This is an optimization exercise on Yosys and OpenROAD, whose aim is small area and a short achievable clock period, not a production implementation.
Function was checked by simulation only, so behaviour that the tests miss may differ from the original.
Power figures rest on the tool's default switching activity, not on a simulated workload.

==> design/flow/design.v <==
`timescale 1ns / 1ps
module MUX(input [31:0] a,
           input [31:0] b, 
           input sel, 
           output [31:0] y);
	assign y = sel ? a : b;
endmodule
`timescale 1ns / 1ps
module INCR(input [31:0] pcin, 
            output [31:0] pcout);
	assign pcout = pcin + 1;
endmodule
`timescale 1ns / 1ps
module PC(input clk,
          input rst, 
          input enable,
          input halt,
          input stall,
          input PCSrc,
          input [31:0] target,
          input [31:0] npc, 
          output reg [31:0] PC);
	reg        br_pend;
	reg [31:0] br_tgt;
	wire       take  = PCSrc | br_pend;
	wire [31:0] dest = PCSrc ? target : br_tgt;
	always @ (posedge clk)
	if(rst)
	begin
	   PC <= {32{1'b0}};
	   br_pend <= 1'b0;
	   br_tgt <= {32{1'b0}};
    end
    else
	begin
	if (enable)
	   begin
	       if (stall)
	       begin
	           if (PCSrc)
	           begin
	               br_pend <= 1'b1;
	               br_tgt <= target;
	           end
	       end
	       else
	       begin
	           br_pend <= 1'b0;
	           if (take)
	               PC <= dest;
	           else if (!halt)
	               PC <= npc;
	       end
	   end
	end
endmodule
`timescale 1ns / 1ps
module IF_ID(input clk,
             input rst,
             input enable,
             input stall,
             input [31:0] npc,
             input [31:0] instr,
             output reg [31:0] rs,
             output reg [31:0] rt,
             output reg [31:0] instrout,
             output reg [31:0] npcout);
	always @ (posedge clk)
        if(rst)
            begin
                npcout <= 0;
                instrout <= 0;
                rs <= 0;
                rt <= 0;
			end
        else if (enable && !stall)
        begin
            npcout <= npc;
			instrout <= instr;
			rs <= instr[25:21];
			rt <= instr[20:16];
		end
endmodule
`timescale 1ns / 1ps
module I_FETCH(
    input clk,
    input enable,
    input PCSrc,
    input rst,
    input stall,
    input wire [31:0] EX_MEM_NPC, 
    input wire [31:0] imem_data,
    output wire [31:0] imem_addr,
    output wire [31:0] IF_ID_IR, 
    output wire [31:0] IF_ID_NPC,
    output wire [31:0] IF_ID_rs,
    output wire [31:0] IF_ID_rt
    );
	wire [31:0] npc_wire;
    wire [31:0] pc_wire;
	wire halt_wire;
	assign halt_wire = (imem_data[31:26] == 6'b111111);
	PC pc(
	   .clk(clk),
	   .halt(halt_wire),
	   .rst(rst),
	   .enable(enable),
	   .stall(stall),
	   .PCSrc(PCSrc),
	   .target(EX_MEM_NPC),
	   .npc(npc_wire),
	   .PC(pc_wire));
	assign imem_addr = pc_wire;
	INCR incr(
	   .pcin(pc_wire), 
	   .pcout(npc_wire));
	IF_ID if_id(
	   .clk(clk),
	   .rst(rst),
	   .stall(stall),
	   .enable(enable),
	   .npc(npc_wire),
	   .instr(imem_data),
	   .instrout(IF_ID_IR),
	   .npcout(IF_ID_NPC),
	   .rs(IF_ID_rs),
	   .rt(IF_ID_rt));
endmodule
`timescale 1ns / 1ps
    module CONTROL(input [5:0] opcode,
                   output reg [1:0] WB,
                   output reg [2:0] M,
                   output reg [3:0] EX);
	always @ *
	begin
		case (opcode)
			6'b000000:   
				begin
					WB = 2'b10;
					M  = 3'b000;
					EX = 4'b1100;
				end					
			6'b100011:   
				begin
					WB = 2'b11;
					M  = 3'b010;
					EX = 4'b0001;
				end					
			6'b101011:  
				begin
					WB = 2'b00;
					M  = 3'b001;
					EX = 4'b0001;
				end					
			6'b000100:   
				begin
					WB = 2'b00;
					M  = 3'b100;
					EX = 4'b0010;
				end			
            6'b100000:	 
				begin
					WB = 2'b00;
					M  = 3'b000;
					EX = 4'b0000;
				end
            6'b111111:	 
				begin
					WB = 2'b00;
					M  = 3'b000;
					EX = 4'b0000;
				end
			default:
			 begin
			    WB = 2'b00;
				M  = 3'b000;
				EX = 4'b0000;
			 end
		endcase
	end
endmodule
`timescale 1ns / 1ps
module REG(input clk,
           input regwrite,
           input enable,
           input [4:0] rs,
           input [4:0] rt,
           input [4:0] rd,
           input [31:0] writedata,
	       output reg [31:0] A, B);
	reg [31:0] GP_REG [31:1];
	always @ *
	begin
		if (rs == 5'd0)
			A = 32'h00000000;
		else if (regwrite && (rd == rs))
			A = writedata;
		else
			A = GP_REG[rs];
		if (rt == 5'd0)
			B = 32'h00000000;
		else if (regwrite && (rd == rt))
			B = writedata;
		else
			B = GP_REG[rt];
	end
	always @ (posedge clk)
	begin
	   if (enable && regwrite && (rd != 5'd0))
	   begin
		  GP_REG[rd] <= writedata;
       end
	end
endmodule
`timescale 1ns / 1ps
module S_EXTEND
#(
    parameter   IN_SIZE = 16,
    parameter   OUT_SIZE = 32
)
(   input   [(IN_SIZE - 1):0]   din,
    output  [(OUT_SIZE - 1):0]  dout);
	assign dout[(OUT_SIZE - 1):0] = { { IN_SIZE{din[(IN_SIZE - 1)]} }, din[(IN_SIZE - 1):0] };
endmodule
`timescale 1ns / 1ps
module ID_EX(input clk,
        	 input rst,
	         input enable,
	         input stall,
	         input [1:0]  ctlwb_out, 
	         input [2:0]  ctlm_out, 
	         input [3:0]  ctlex_out,
	         input [31:0] npc, 
	         input [31:0] readdat1, 
	         input [31:0] readdat2, 
	         input [31:0] signext_out, 
	         input [4:0]  instr_2016, 
	         input [4:0]  instr_1511, 
	         output reg [1:0]  wb_ctlout,
	         output reg [2:0]  m_ctlout,
	         output reg [3:0]  ex_ctlout,
	         output reg [31:0] npcout,
	         output reg [31:0] rdata1out, 
	         output reg [31:0] rdata2out,
	         output reg [31:0] s_extendout,
	         output reg [4:0]  instrout_2016, 
	         output reg [4:0]  instrout_1511,
             input      [4:0]  instr_2521,
             output reg [4:0]  instrout_2521
            );
	always @ (posedge clk)
        if(rst)
            begin
            wb_ctlout     <= 2'b00;
			m_ctlout      <= 3'b000;
			ex_ctlout     <= 4'b0000;
			npcout        <= {32{1'b0}};
			rdata1out     <= {32{1'b0}};
			rdata2out     <= {32{1'b0}};
			s_extendout   <= {32{1'b0}};
			instrout_2016 <= 5'b00000;
			instrout_1511 <= 5'b00000;
			instrout_2521 <= 5'b00000;
			end
        else if (enable)
            begin
            wb_ctlout     <= stall ? 2'b00 : ctlwb_out;
			m_ctlout      <= stall ? 3'b000 : ctlm_out;
			ex_ctlout     <= ctlex_out;
			npcout        <= npc;
			rdata1out     <= readdat1;
			rdata2out     <= readdat2;
			s_extendout   <= signext_out;
			instrout_2016 <= instr_2016;
			instrout_1511 <= instr_1511;
			instrout_2521 <= instr_2521;
			end
endmodule
`timescale 1ns / 1ps
module I_DECODE(
	input  clk, 
	input  rst, 
	input  enable, 
	input  stall,
	input  RegWrite,
	input  [31:0] IF_ID_Instr, 
	input  [31:0] IF_ID_NPC, 
	input  [4:0]  MEM_WB_Writereg,
    input  [31:0] MEM_WB_Writedata,
	output [1:0]  WB,
	output [2:0]  M,
	output [3:0]  EX,
	output [31:0] NPC,
	output [31:0] rdata1out,
	output [31:0] rdata2out,
	output [31:0] IR,
	output [4:0]  instrout_2016,
	output [4:0]  instrout_1511,
	output [4:0]  instrout_2521
	);
	wire [1:0]  CTL_WB_wire;
	wire [2:0]  CTL_M_wire;
	wire [3:0]  CTL_EX_wire;
	wire [31:0] REG_A_wire;
	wire [31:0] REG_B_wire; 
	wire [31:0] EXT_OUT_wire;
	CONTROL ctl(.opcode(IF_ID_Instr[31:26]),
	            .WB(CTL_WB_wire), 
	            .M(CTL_M_wire),
	            .EX(CTL_EX_wire));
	REG gp_reg(.clk(clk), 
	           .enable(enable),
	           .regwrite(RegWrite), 
	           .rs(IF_ID_Instr[25:21]), 
		       .rt(IF_ID_Instr[20:16]), 
		       .rd(MEM_WB_Writereg),
		       .writedata(MEM_WB_Writedata), 
		       .A(REG_A_wire),
		       .B(REG_B_wire));
	S_EXTEND #(.OUT_SIZE(32), 
	           .IN_SIZE(16)) s_ex(.din(IF_ID_Instr[15:0]), 
		       .dout(EXT_OUT_wire));
	ID_EX id_ex(.clk(clk), 
	            .rst(rst), 
	            .enable(enable),
	            .stall(stall),
	            .ctlwb_out(CTL_WB_wire), 
	            .ctlm_out(CTL_M_wire), 
		        .ctlex_out(CTL_EX_wire), 
		        .npc(IF_ID_NPC), 
		        .readdat1(REG_A_wire), 
		        .readdat2(REG_B_wire), 
		        .signext_out(EXT_OUT_wire), 
		        .instr_2016(IF_ID_Instr[20:16]), 
		        .instr_1511(IF_ID_Instr[15:11]), 
		        .instr_2521(IF_ID_Instr[25:21]),
		        .wb_ctlout(WB), 
		        .m_ctlout(M),
		        .ex_ctlout(EX), 
		        .npcout(NPC), 
		        .rdata1out(rdata1out), 
		        .rdata2out(rdata2out), 
		        .s_extendout(IR), 
		        .instrout_2016(instrout_2016),
		        .instrout_1511(instrout_1511), 
		        .instrout_2521(instrout_2521));
endmodule
`timescale 1ns / 1ps
module ADDER(
    input [31:0] add_in1, 
    input [31:0] add_in2, 
    output [31:0] add_out);
	assign add_out = add_in1 + add_in2;
endmodule
`timescale 1ns / 1ps
module ALU_MUX(
    input [31:0] a,
    input [31:0] b,
    input sel,
    output [31:0] y);
	assign y = sel ? a : b;
endmodule
`timescale 1ns / 1ps
module ALU(
    input [31:0] A, 
    input [31:0] B, 
    input [2:0] control, 
    output reg zero, 
	output reg [31:0] result);
	always @ *
	begin
		case (control)
			3'b000:
				result = A & B;
			3'b001:
				result = A | B;
			3'b010:
				result = A + B;
			3'b110:
				result = A - B;
			3'b111:
				result = (A < B) ? 1 : 0;
			default:
				result = 32'h00000000;
		endcase
		zero = (result == 32'h00000000);
	end
endmodule
`timescale 1ns / 1ps
module ALU_CONTROL(
    input [5:0] funct, 
    input [1:0] alu_op, 
    output reg [2:0] select);
    always @ * 
    begin
        case (alu_op) 
			2'b00: 
				begin
					select = 3'b010;             
				end
			2'b01: 
				begin
					select = 3'b110;             
				end
			2'b10: 
				begin
					case (funct) 
						6'b100000: 
							begin
								select = 3'b010;    
							end
                        6'b100001:
							begin
								select = 3'b010;    
							end
						6'b100010: 
							begin
								select = 3'b110;    
							end
                        6'b100011: 
							begin
								select = 3'b110;    
							end
						6'b100100: 
							begin
								select = 3'b000;    
							end
						6'b100101: 
							begin
								select = 3'b001;    
							end
						6'b101010: 
							begin
								select = 3'b111;    
							end
						default:
						    begin
                                select = 3'b011;    
						    end
					endcase
				end
			2'b11:
				begin
					select = 3'b011;             
				end
		endcase
	end
endmodule
`timescale 1ns / 1ps
module BOTTOM_MUX(
    input [4:0] a,
    input [4:0] b,
    input sel,
    output [4:0] y);
	assign y = sel ? a : b;
endmodule
`timescale 1ns / 1ps
module THREE_ONE_MUX(
    input [31:0] a,
    input [31:0] b,
    input [31:0] c,
    input [1:0] sel,
    output reg [31:0] y);
	always @ *
		case (sel)
			2'b00: y = c;
			2'b01: y = b;
			2'b10: y = a;
			default: y = 0;
		endcase
endmodule
`timescale 1ns / 1ps
module EX_MEM(
    input clk, 
    input rst, 
    input enable,
    input [1:0]  ctlwb_out,
    input [2:0]  ctlm_out,
    input [31:0] adder_out,
    input        aluzero,
    input [31:0] aluout,
    input [31:0] readdat2,
    input [4:0]  muxout,
    output reg [1:0]  wb_ctlout,
    output reg [2:0]  m_ctlout,
    output reg [31:0] add_result,
    output reg        zero,
    output reg [31:0] alu_result,
    output reg [31:0] rdata2out,
    output reg [4:0]  five_bit_muxout);
	always @ (posedge clk)
        if(rst)
        begin
            wb_ctlout <= 0;
            m_ctlout <= 0;
            add_result <= 0;
            zero <= 0;
            alu_result <= 0;
            rdata2out <= 0;
            five_bit_muxout  <= 0;	
        end
        else if (enable)
		begin
			wb_ctlout <= ctlwb_out;
			m_ctlout <= ctlm_out;
			add_result <= adder_out;
			zero <= aluzero;
			alu_result <= aluout;
			rdata2out <= readdat2;
			five_bit_muxout  <= muxout;
		end
endmodule
`timescale 1ns / 1ps
module I_EXECUTE(
	input  clk, 
	input  rst, 
	input  enable,
    input  [1:0]  WB,
	input  [2:0]  M,
	input  [3:0]  EX,
	input  [31:0] NPC,
	input  [31:0] rdata1in,
	input  [31:0] rdata2in,
	input  [31:0] IR,
	input  [4:0]  instrout_2016,
	input  [4:0]  instrout_1511,	
	input  [1:0]  forward_a_sel,
	input  [1:0]  forward_b_sel,
	input  [31:0] wb_data,
	input  [31:0] mem_alu_result,
	output [1:0]  wb_ctlout,
	output [2:0]  m_ctlout,
	output [31:0] add_result,
	output        zero,
	output [31:0] alu_result,
	output [31:0] rdata2out,
	output [4:0]  five_bit_muxout
	);
	wire [31:0] add_out_wire;
	wire [31:0] alu_mux_out_wire;
	wire [2:0]  alu_control_out_wire;
	wire        alu_zero_wire;
	wire [31:0] alu_result_wire;
	wire [4:0]  bottom_mux_out_wire;
	wire [31:0] forward_mux_b_out_wire;
	wire [31:0] forward_mux_a_out_wire;
	ADDER adder(
		.add_in1(NPC), 
		.add_in2(IR), 
		.add_out(add_out_wire));	
	ALU_MUX alu_mux(
		.a(IR), 
		.b(forward_mux_b_out_wire), 
		.sel(EX[0]), 
		.y(alu_mux_out_wire));
	ALU alu(
		.A(forward_mux_a_out_wire), 
		.B(alu_mux_out_wire), 
		.control(alu_control_out_wire), 
		.zero(alu_zero_wire), 
		.result(alu_result_wire));	
	ALU_CONTROL alu_control(
		.funct(IR[5:0]), 
		.alu_op(EX[2:1]), 
		.select(alu_control_out_wire));	
	BOTTOM_MUX bottom_mux(
		.a(instrout_1511), 
		.b(instrout_2016), 
		.sel(EX[3]), 
		.y(bottom_mux_out_wire));			
	EX_MEM ex_mem(
		.clk(clk), 
		.rst(rst),
		.enable(enable),
		.ctlwb_out(WB), 
		.ctlm_out(M), 
		.adder_out(add_out_wire), 
		.aluzero(alu_zero_wire), 
		.aluout(alu_result_wire), 
		.readdat2(forward_mux_b_out_wire), 
		.muxout(bottom_mux_out_wire), 
		.wb_ctlout(wb_ctlout), 
		.m_ctlout(m_ctlout), 
		.add_result(add_result), 
		.zero(zero), 
		.alu_result(alu_result), 
		.rdata2out(rdata2out), 
		.five_bit_muxout(five_bit_muxout));
	THREE_ONE_MUX FORWARD_MUX_A(
		.a(mem_alu_result), 
		.b(wb_data), 
		.c(rdata1in), 
		.sel(forward_a_sel), 
		.y(forward_mux_a_out_wire));
	THREE_ONE_MUX FORWARD_MUX_B(
		.a(mem_alu_result), 
		.b(wb_data), 
		.c(rdata2in), 
		.sel(forward_b_sel), 
		.y(forward_mux_b_out_wire));
endmodule
`timescale 1ns / 1ps
module MEM_WB(
	input  clk, 
	input  rst,
	input  enable,
	input  [1:0]  control_wb_in,
	input  [31:0] Read_data_in,
	input  [31:0] ALU_result_in,
	input  [4:0]  Write_reg_in,
	output reg [1:0]  mem_control_wb,
	output reg [31:0] Read_data,
	output reg [31:0] mem_ALU_result,
	output reg [4:0]  mem_Write_reg);
	always @ (posedge clk)
        if(rst)
        begin
            mem_control_wb <= 0;
            Read_data      <= 0;
            mem_ALU_result <= 0;
            mem_Write_reg  <= 0;
        end
        else if (enable)
		begin
			mem_control_wb <= control_wb_in;
			Read_data      <= Read_data_in;
			mem_ALU_result <= ALU_result_in;
			mem_Write_reg  <= Write_reg_in;
		end
endmodule
`timescale 1ns / 1ps
module AND_Gate(
    input m_ctlout,
    input zero,
    output PCSrc);
	assign PCSrc = zero && m_ctlout;
endmodule
`timescale 1ns / 1ps
module MEM(
	input         clk, 
	input         rst, 
	input         enable,
	input         m_ctlout,
	input         zero,
	input  [31:0] dmem_rdata,
	input  [1:0]  control_wb_in,
	input  [31:0] ALU_result_in,
	input  [4:0]  Write_reg_in,
	output        PCSrc,
	output [1:0]  mem_control_wb,
	output [31:0] Read_data,
	output [31:0] mem_ALU_result,
	output [4:0]  mem_Write_reg);
	MEM_WB mem_wb(.clk(clk),
	              .rst(rst),
	              .enable(enable),
	              .control_wb_in(control_wb_in), 
	              .Read_data_in(dmem_rdata), 
		          .ALU_result_in(ALU_result_in), 
		          .Write_reg_in(Write_reg_in),
		          .mem_control_wb(mem_control_wb), 
		          .Read_data(Read_data),
		          .mem_ALU_result(mem_ALU_result), 
		          .mem_Write_reg(mem_Write_reg));
	AND_Gate and_gate(.m_ctlout(m_ctlout), 
	                  .zero(zero), 
	                  .PCSrc(PCSrc));
endmodule
`timescale 1ns / 1ps
module WB(
    input  MemtoReg, 
    input  [31:0] ReadData, 
    input  [31:0] ALUResult, 
	output [31:0] WriteData);
	MUX mux(.a(ReadData),
	        .b(ALUResult),
	        .sel(MemtoReg),
	        .y(WriteData));
endmodule
`timescale 1ns / 1ps
module FORWARDING_UNIT(
	input  [4:0] IdExRegisterRs,
	input  [4:0] IdExRegisterRt, 
	input  [4:0] ExMemRegisterRd, 
	input  [1:0] ExMemRegWrite, 
	input  [4:0] MemWbRegRd,
	input  [1:0] MemWbRegWrite, 
	output reg [1:0] forward_a_sel,
	output reg [1:0] forward_b_sel);
	always @ *
	begin
		forward_a_sel = 2'b00;
		forward_b_sel = 2'b00;
		if (ExMemRegWrite[1] && 
		    (ExMemRegisterRd != 0) && (ExMemRegisterRd == IdExRegisterRs)) 
			begin
				forward_a_sel = 2'b10;
			end
		if (ExMemRegWrite[1] && 
		    (ExMemRegisterRd != 0) && (ExMemRegisterRd == IdExRegisterRt)) 
			begin
				forward_b_sel = 2'b10;
			end
		if (MemWbRegWrite[1] && (MemWbRegRd != 0) && 
		    !(ExMemRegWrite[1] && (ExMemRegisterRd != 0) && (ExMemRegisterRd == IdExRegisterRs)) && 
			 (MemWbRegRd == IdExRegisterRs)) 
			begin
				forward_a_sel = 2'b01;
			end
		if (MemWbRegWrite[1] && (MemWbRegRd != 0) && 
		    !(ExMemRegWrite[1] && (ExMemRegisterRd != 0) && 
		    (ExMemRegisterRd == IdExRegisterRt)) && 
			 (MemWbRegRd == IdExRegisterRt)) 
			begin
				forward_b_sel = 2'b01;
			end
	end						  
endmodule
`timescale 1ns / 1ps
module HAZARD_DETECTION_UNIT(
    input IdExMemRead,
    input [4:0] IdExRegisterRt,
    input [4:0] IfIdRegisterRs,
    input [4:0] IfIdRegisterRt,
    output reg stall);
    always @ *
	begin
        if(IdExMemRead &&
        ((IdExRegisterRt == IfIdRegisterRs) ||
        (IdExRegisterRt == IfIdRegisterRt)))
        begin
            stall = 1'b1;
        end
        else
        begin
            stall = 1'b0;
        end
	end					
endmodule
`timescale 1ns / 1ps
module DEBUG_UNIT(
    input clk,
    input rst,
    input on,
    input btn,
    output enable);
assign enable = !rst && (!on || btn);
endmodule
`timescale 1ns / 1ps
module PIPELINE(input clk,
                input rst,
                input btn,
                input on,
                output [31:0] imem_addr,
                input  [31:0] imem_data,
                output [31:0] dmem_addr,
                output [31:0] dmem_wdata,
                output        dmem_we,
                output        dmem_re,
                input  [31:0] dmem_rdata,
                output        wb_we,
                output [4:0]  wb_reg,
                output [31:0] wb_data);
	wire [31:0] IF_ID_IR_wire;
	wire [31:0] IF_ID_NPC_wire;
	wire [31:0] IF_ID_rs_wire;
	wire [31:0] IF_ID_rt_wire;
	wire [1:0]  ID_EX_WB_wire;
	wire [2:0]  ID_EX_M_wire;
	wire [3:0]  ID_EX_EX_wire;
	wire [31:0] ID_EX_NPC_wire;
	wire [31:0] ID_EX_rdata1out_wire;
	wire [31:0] ID_EX_rdata2out_wire;
	wire [31:0] ID_EX_IR_wire;
	wire [4:0]  ID_EX_instrout_2016_wire;
	wire [4:0]  ID_EX_instrout_1511_wire;
	wire [4:0]  ID_EX_instrout_2521_wire;
	wire [1:0]  EX_MEM_wb_ctlout_wire;
	wire [2:0]  EX_MEM_m_ctlout_wire;
	wire [31:0] EX_MEM_add_result_wire;
	wire        EX_MEM_zero_wire;
	wire [31:0] EX_MEM_alu_result_wire;
	wire [31:0] EX_MEM_rdata2out_wire;
	wire [4:0]  EX_MEM_five_bit_muxout_wire;
	wire        PCSrc_wire;
	wire [4:0]  mem_Write_reg_wire;
	wire [1:0]  mem_control_wb_wire;
	wire [31:0] Read_data_wire;
	wire [31:0] mem_ALU_result_wire;
	wire [31:0] wb_data_wire;
	wire [1:0]  forward_a_sel_wire;
	wire [1:0]  forward_b_sel_wire;
	wire enable_wire;
	wire stall_wire;
	I_FETCH FETCH(
	   .clk(clk),
	   .rst(rst),
	   .stall(stall_wire),
	   .enable(enable_wire),
	   .PCSrc(PCSrc_wire), 
	   .EX_MEM_NPC(EX_MEM_add_result_wire),
	   .imem_data(imem_data),
	   .imem_addr(imem_addr),
	   .IF_ID_IR(IF_ID_IR_wire),
	   .IF_ID_NPC(IF_ID_NPC_wire),
	   .IF_ID_rs(IF_ID_rs_wire),
	   .IF_ID_rt(IF_ID_rt_wire));
	I_DECODE DECODE(
		.clk(clk),
        .rst(rst), 
        .enable(enable_wire),
        .stall(stall_wire),
		.RegWrite(mem_control_wb_wire[1]), 
		.IF_ID_Instr(IF_ID_IR_wire), 
		.IF_ID_NPC(IF_ID_NPC_wire), 
		.MEM_WB_Writereg(mem_Write_reg_wire), 
		.MEM_WB_Writedata(wb_data_wire), 
		.WB(ID_EX_WB_wire), 
		.M(ID_EX_M_wire), 
		.EX(ID_EX_EX_wire), 
		.NPC(ID_EX_NPC_wire), 
		.rdata1out(ID_EX_rdata1out_wire), 
		.rdata2out(ID_EX_rdata2out_wire), 
		.IR(ID_EX_IR_wire), 
		.instrout_2016(ID_EX_instrout_2016_wire), 
		.instrout_1511(ID_EX_instrout_1511_wire),
		.instrout_2521(ID_EX_instrout_2521_wire));
	I_EXECUTE EXECUTE(
		.clk(clk), 
		.rst(rst),
		.enable(enable_wire),
		.WB(ID_EX_WB_wire), 
		.M(ID_EX_M_wire), 
		.EX(ID_EX_EX_wire), 
		.NPC(ID_EX_NPC_wire), 
		.rdata1in(ID_EX_rdata1out_wire), 
		.rdata2in(ID_EX_rdata2out_wire), 
		.IR(ID_EX_IR_wire), 
		.instrout_2016(ID_EX_instrout_2016_wire), 
		.instrout_1511(ID_EX_instrout_1511_wire), 
		.wb_ctlout(EX_MEM_wb_ctlout_wire), 
		.m_ctlout(EX_MEM_m_ctlout_wire), 
		.add_result(EX_MEM_add_result_wire), 
		.zero(EX_MEM_zero_wire), 
		.alu_result(EX_MEM_alu_result_wire), 
		.rdata2out(EX_MEM_rdata2out_wire),
		.five_bit_muxout(EX_MEM_five_bit_muxout_wire),
		.forward_a_sel(forward_a_sel_wire), 
		.forward_b_sel(forward_b_sel_wire), 
		.wb_data(wb_data_wire), 
		.mem_alu_result(EX_MEM_alu_result_wire)
		);
	MEM MEMORY(
		.clk(clk),
		.rst(rst),
		.enable(enable_wire),
		.m_ctlout(EX_MEM_m_ctlout_wire[2]), 
		.zero(EX_MEM_zero_wire), 
		.dmem_rdata(dmem_rdata),
		.control_wb_in(EX_MEM_wb_ctlout_wire), 
		.ALU_result_in(EX_MEM_alu_result_wire), 
		.Write_reg_in(EX_MEM_five_bit_muxout_wire),
		.PCSrc(PCSrc_wire),
		.mem_control_wb(mem_control_wb_wire), 
		.Read_data(Read_data_wire),
		.mem_ALU_result(mem_ALU_result_wire), 
		.mem_Write_reg(mem_Write_reg_wire));
	assign dmem_addr  = EX_MEM_alu_result_wire;
	assign dmem_wdata = EX_MEM_rdata2out_wire;
	assign dmem_we    = EX_MEM_m_ctlout_wire[0] & enable_wire;
	assign dmem_re    = EX_MEM_m_ctlout_wire[1] & enable_wire;
	WB WRITEBACK(
		.MemtoReg(mem_control_wb_wire[0]), 
		.ReadData(Read_data_wire), 
		.ALUResult(mem_ALU_result_wire), 
		.WriteData(wb_data_wire));
	FORWARDING_UNIT FU(
		.IdExRegisterRs(ID_EX_instrout_2521_wire), 
		.IdExRegisterRt(ID_EX_instrout_2016_wire), 
		.ExMemRegisterRd(EX_MEM_five_bit_muxout_wire), 
		.ExMemRegWrite(EX_MEM_wb_ctlout_wire), 
		.MemWbRegRd(mem_Write_reg_wire), 
		.MemWbRegWrite(mem_control_wb_wire), 
		.forward_a_sel(forward_a_sel_wire), 
		.forward_b_sel(forward_b_sel_wire));
	HAZARD_DETECTION_UNIT HDU(
        .IdExMemRead(ID_EX_M_wire[1]),
        .IdExRegisterRt(ID_EX_instrout_2016_wire),
        .IfIdRegisterRs(IF_ID_rs_wire[4:0]),
        .IfIdRegisterRt(IF_ID_rt_wire[4:0]),
        .stall(stall_wire));
	DEBUG_UNIT DU(
	   .clk(clk),
	   .rst(rst),
	   .btn(btn),
	   .on(on),
	   .enable(enable_wire));
	assign wb_we   = mem_control_wb_wire[1] & enable_wire;
	assign wb_reg  = mem_Write_reg_wire;
	assign wb_data = wb_data_wire;
endmodule
==> design/flow/run.sh <==
#!/bin/bash
# synth_recipe.tcl (not shown) runs the flow's synth.tcl, then flattens the netlist and writes it again
# the make line also repeats each setting of config.mk as NAME=value (left out here)
make -C /OpenROAD-flow-scripts/flow DESIGN_CONFIG=/design/flow/config.mk WORK_HOME=/design/flow/orfs CLKGATE_MAP_FILE= SYNTH_SCRIPT=/design/flow/synth_recipe.tcl finish
==> design/flow/config.mk <==
export PLATFORM = sky130hd
export DESIGN_NAME = PIPELINE
export DESIGN_NICKNAME = PIPELINE
export VERILOG_FILES = /design/flow/design.v
export SDC_FILE = /design/flow/constraint.sdc
export NUM_CORES = 4
export LEC_CHECK = 0
export CAP_MARGIN = 20
export CORE_MARGIN = 2
export CORE_UTILIZATION = 40
export SLEW_MARGIN = 20
==> design/flow/constraint.sdc <==
create_clock -name core_clock -period 6.5 [get_ports {clk}]
set_input_delay 1.3000 -clock core_clock [delete_from_list [all_inputs] [get_ports {clk}]]
set_output_delay 1.3000 -clock core_clock [all_outputs]
set_load 0.01 [all_outputs]
==> run notes <==
==> cells in the mapped netlist, types with 56 or more instances <==
library cell / number
edfxtp_1: 992
nand2_1: 747
mux4_2: 512
dfxtp_1: 447
nor2_1: 350
clkbuf_1: 345
a21oi_1: 271
o21ai_0: 266
a211oi_1: 265
mux2i_1: 204
inv_1: 156
ha_1: 128
buf_1: 81
nor3_1: 74
a211o_1: 67
a32o_1: 64
xnor2_1: 58
nand3_1: 56
==> metal layers <==
layer | global-route usage, % | part of all wire, % | vias to the layer above
li1 | - | - | 21635
met1 | 34.6 | 42 | 25104
met2 | 38.4 | 46 | 2211
met3 | 4.61 | 8.8 | 399
met4 | 8.98 | 3.6 | 4
met5 | 0 | 0.015 | -
==> metrics by stage <==
step           power, mW  cell area (sq um)
2_1_floorplan       12.6              71100
5_1_grt             23.4              81700
3_5_place_dp        13.9              76600
3_3_place_gp        13.9              76600
6_report            22.7              81700
4_1_cts             22.7              81600
==> path summary, 6_finish.rpt <==
check,from,endpoint,slack (ps),depth (start not counted)
worst max-delay path,MEMORY.mem_wb.mem_Write_reg[4],EXECUTE.ex_mem.zero,380,23
worst min-delay path,FETCH.if_id.npcout[11],DECODE.id_ex.npcout[11],440,2
worst max register to register,MEMORY.mem_wb.mem_Write_reg[4],EXECUTE.ex_mem.zero,380,23
worst min register to register,FETCH.if_id.npcout[11],DECODE.id_ex.npcout[11],440,2
==> what timing repair did <==
action,4_1_cts,5_1_grt
buffers inserted,0,0
setup endpoints to repair,0,1
resized for setup,0,6
hold endpoints to repair,0,0
==> logic make-up (layout without fill, tap and decap cells) <==
group | count (synthesis) | after routing | synth area share, %
AOI/OAI and AO/OA | 1179 | 1179 | 11.1
muxes | 732 | 732 | 19.4
and+or+nand+nor | 1392 | 1392 | 8.32
buffers and inverters | 586 | 836 | 3.10
xor gates and xnor gates | 108 | 108 | 1.33
DFF | 1439 | 1439 | 54.5
other | 0 | 1 | 0
adders and majority gates | 131 | 131 | 2.34
==> power breakdown <==
part / total (mW) / internal [mW] / switching, mW
logic: 3.50 / 1.43 / 2.07
registers: 10.3 / 10.0 / 0.289
clock network: 8.84 / 5.02 / 3.82
total: 22.7 / 16.5 / 6.18
==> final cells by class <==
cell class                      count  area (sq um)
Timing Repair Buffer              394          3800
Antenna cell                        1          2.50
Clock buffer                      213          4290
Sequential cell                  1439         38800
Tap cell                         2340          2930
Fill cell                       15676         94600
Inverter                          157           589
Multi-Input combinational cell   3542         30500
Clock inverter                     72           763
==> critical path: cells and delay by family, from the launching register on <==
family,cells,cell delay (ps)
xor gates and xnor gates,1,190
buffers and inverters,2,340
and+or+nand+nor,6,1320
AOI/OAI and AO/OA,13,3330
DFF,1,360
adders and majority gates,1,440
==> flow_summary_export.csv <==
group,metric,value,unit
logic_synthesis,synth-seq-cells,1439,
timing,rsz0062_at_grt,"false",
critical_path,crit_chain,"or3_1, o31ai_1, nor4_2, buf_12, nand2_1, o21ai_0, o21ai_0, buf_4, nor2_1, a21o_1, ha_1, and2b_1, o21ai_0, a31oi_2, a31oi_2, o31ai_4, a2111o_1, o211ai_1, o31ai_1, xnor2_1, a2111o_1, or4_1, o31ai_2",
timing,tightest_slew,1090,ps
grt,grt_pass1_vias,47856,
cts,insertion_delay,820,ps
critical_path,slowest_delay,510,ps
floorplan,die_h,426,um
timing,finalCritPeriodShare,94.2,%
drt,drtPass1Iterations,6,
pwr,vdd_drop_max,0.243,mV
logic_synthesis,syn_nets,5766,
critical_path,crit_path_frequent_cell,"o21ai_0",
critical_path,endpoint_kind,"flip-flop",
timing,setup_violations,0,
floorplan,die_area,181000,sq um
logic_synthesis,ys_top_cells_by_area,"edfxtp_1, mux4_2, dfxtp_1",
critical_path,critPathRequiredTime,7180,ps
pwr,p_leak,27.3,nW
critical_path,cp.arrival,6800,ps
timing,slew_headroom,27.3,%
logic_synthesis,synth_edf_count,992,
run_status,status,"timing/DRC/antenna clean",
timing,hold_violations,0,
grt,grt_start_max_net_pins,138,
logic_synthesis,synth_top_area_cell,"edfxtp_1",
logic_synthesis,ys.flop_type,"edfxtp_1",
final_layout,final_core_util,46.3,%
drt,vias,49353,
cts,cts_tree,"yes",
place,dp.cells,7870,
critical_path,worstPathMaxFanout,21,
timing,fin_skew,72.6,ps
place,place_ws,333,ps
timing,fin_setup_tns,0,ps
drt,drtIter0Drc,5838,
final_layout,top_register,"DECODE.gp_reg.GP_REG",
timing,fin_crit,6120,ps
cts,clockBufferDepth,3,
logic_synthesis,avgSynthCellArea,12.8,sq um
logic_synthesis,synth_top_area_share,41.9,%
run,maxCapViolations,0,
place,portBuffers,203,
final_layout,layout.nets,5891,
final_layout,synthToLayoutAreaGrowth,14.9,%
cts,clkTransAtPathRegs,60,ps
cts,clock-root-buffer,"clkbuf_16",
drt,drc,0,
logic_synthesis,yosysSeqAreaShare,54.5,%
pwr,p_per_area,277,nW/um^2
grt,antenna_found_initial,4,
drt,detail-route-antenna-nets,0,
place,dpl.hpwl,142000,um
logic_synthesis,synth.distinct_cells,85,
grt,overflow,0,
cts,htree_num_levels,4,
place,gp_congestion,0.923,
floorplan,num_rows,154,
final_layout,final_common_cell,"edfxtp_1",
critical_path,worstSetupPathType,"flip-flop to flip-flop",
floorplan,core-area,176000,sq um
logic_synthesis,ys_async_sr_fraction,0,%
final_layout,drive_above_1_share,17.7,%
cts,clock-sinks,1439,
worst_hold_path,hp-class,"flip-flop to flip-flop",
timing,fmax,0.163,GHz
logic_synthesis,synthCells,5567,
cts,cts-buffers-inserted,158,
cts,ctsHoldBuffers,0,
final_layout,final_cells,8158,
grt,grt_pass1_wl,331000,um
grt,grt_usage,24.7,%
timing,setup_slack,378,ps
timing,drv_slew,0,
drt,viasPerCell,6.05,
critical_path,startpoint_type,"flip-flop",
drt,wire_per_inst,27.9,um
floorplan,initial_core_util,40.3,%
timing,timing.hold.ws,442,ps
floorplan,num_io_pins,204,
floorplan,die_x,426,um
logic_synthesis,synthesis.area,71100,sq um
final_layout,layout_common_cells,"edfxtp_1, nand2_1, mux4_2, dfxtp_1, nor2_1",
critical_path,crit_slowest_cell,"or4_1",
drt,routed_wl,228000,um
final_layout,largest_reg_flops,992,
logic_synthesis,yosys_warnings,12,

[static timing again, ports no longer ideal]
The flow's constraints put no driver on any port. The routed layout listed below was extracted and timed again, unchanged, in two steps. Step 1 assumes that a clkbuf_16 drives the clock port and a buf_2 every other input. Step 2 also shifts input and output timing later by t, the mid clock arrival at the registers, as if the neighbouring blocks saw the same clock. a / b / c = ideal / step 1 / step 2; a / b = the first two.
t (ns): 0.867
setup WS [ns]: 0.378 / 0.378 / 0.378
hold slack, ns: 0.442 / 0.442 / 0.442
worst setup path after step 2: register to register
After both steps setup and hold are still met in this run. The setup slack of this run moves by 0.000 ns with the drivers and by 0.000 ns with both steps.
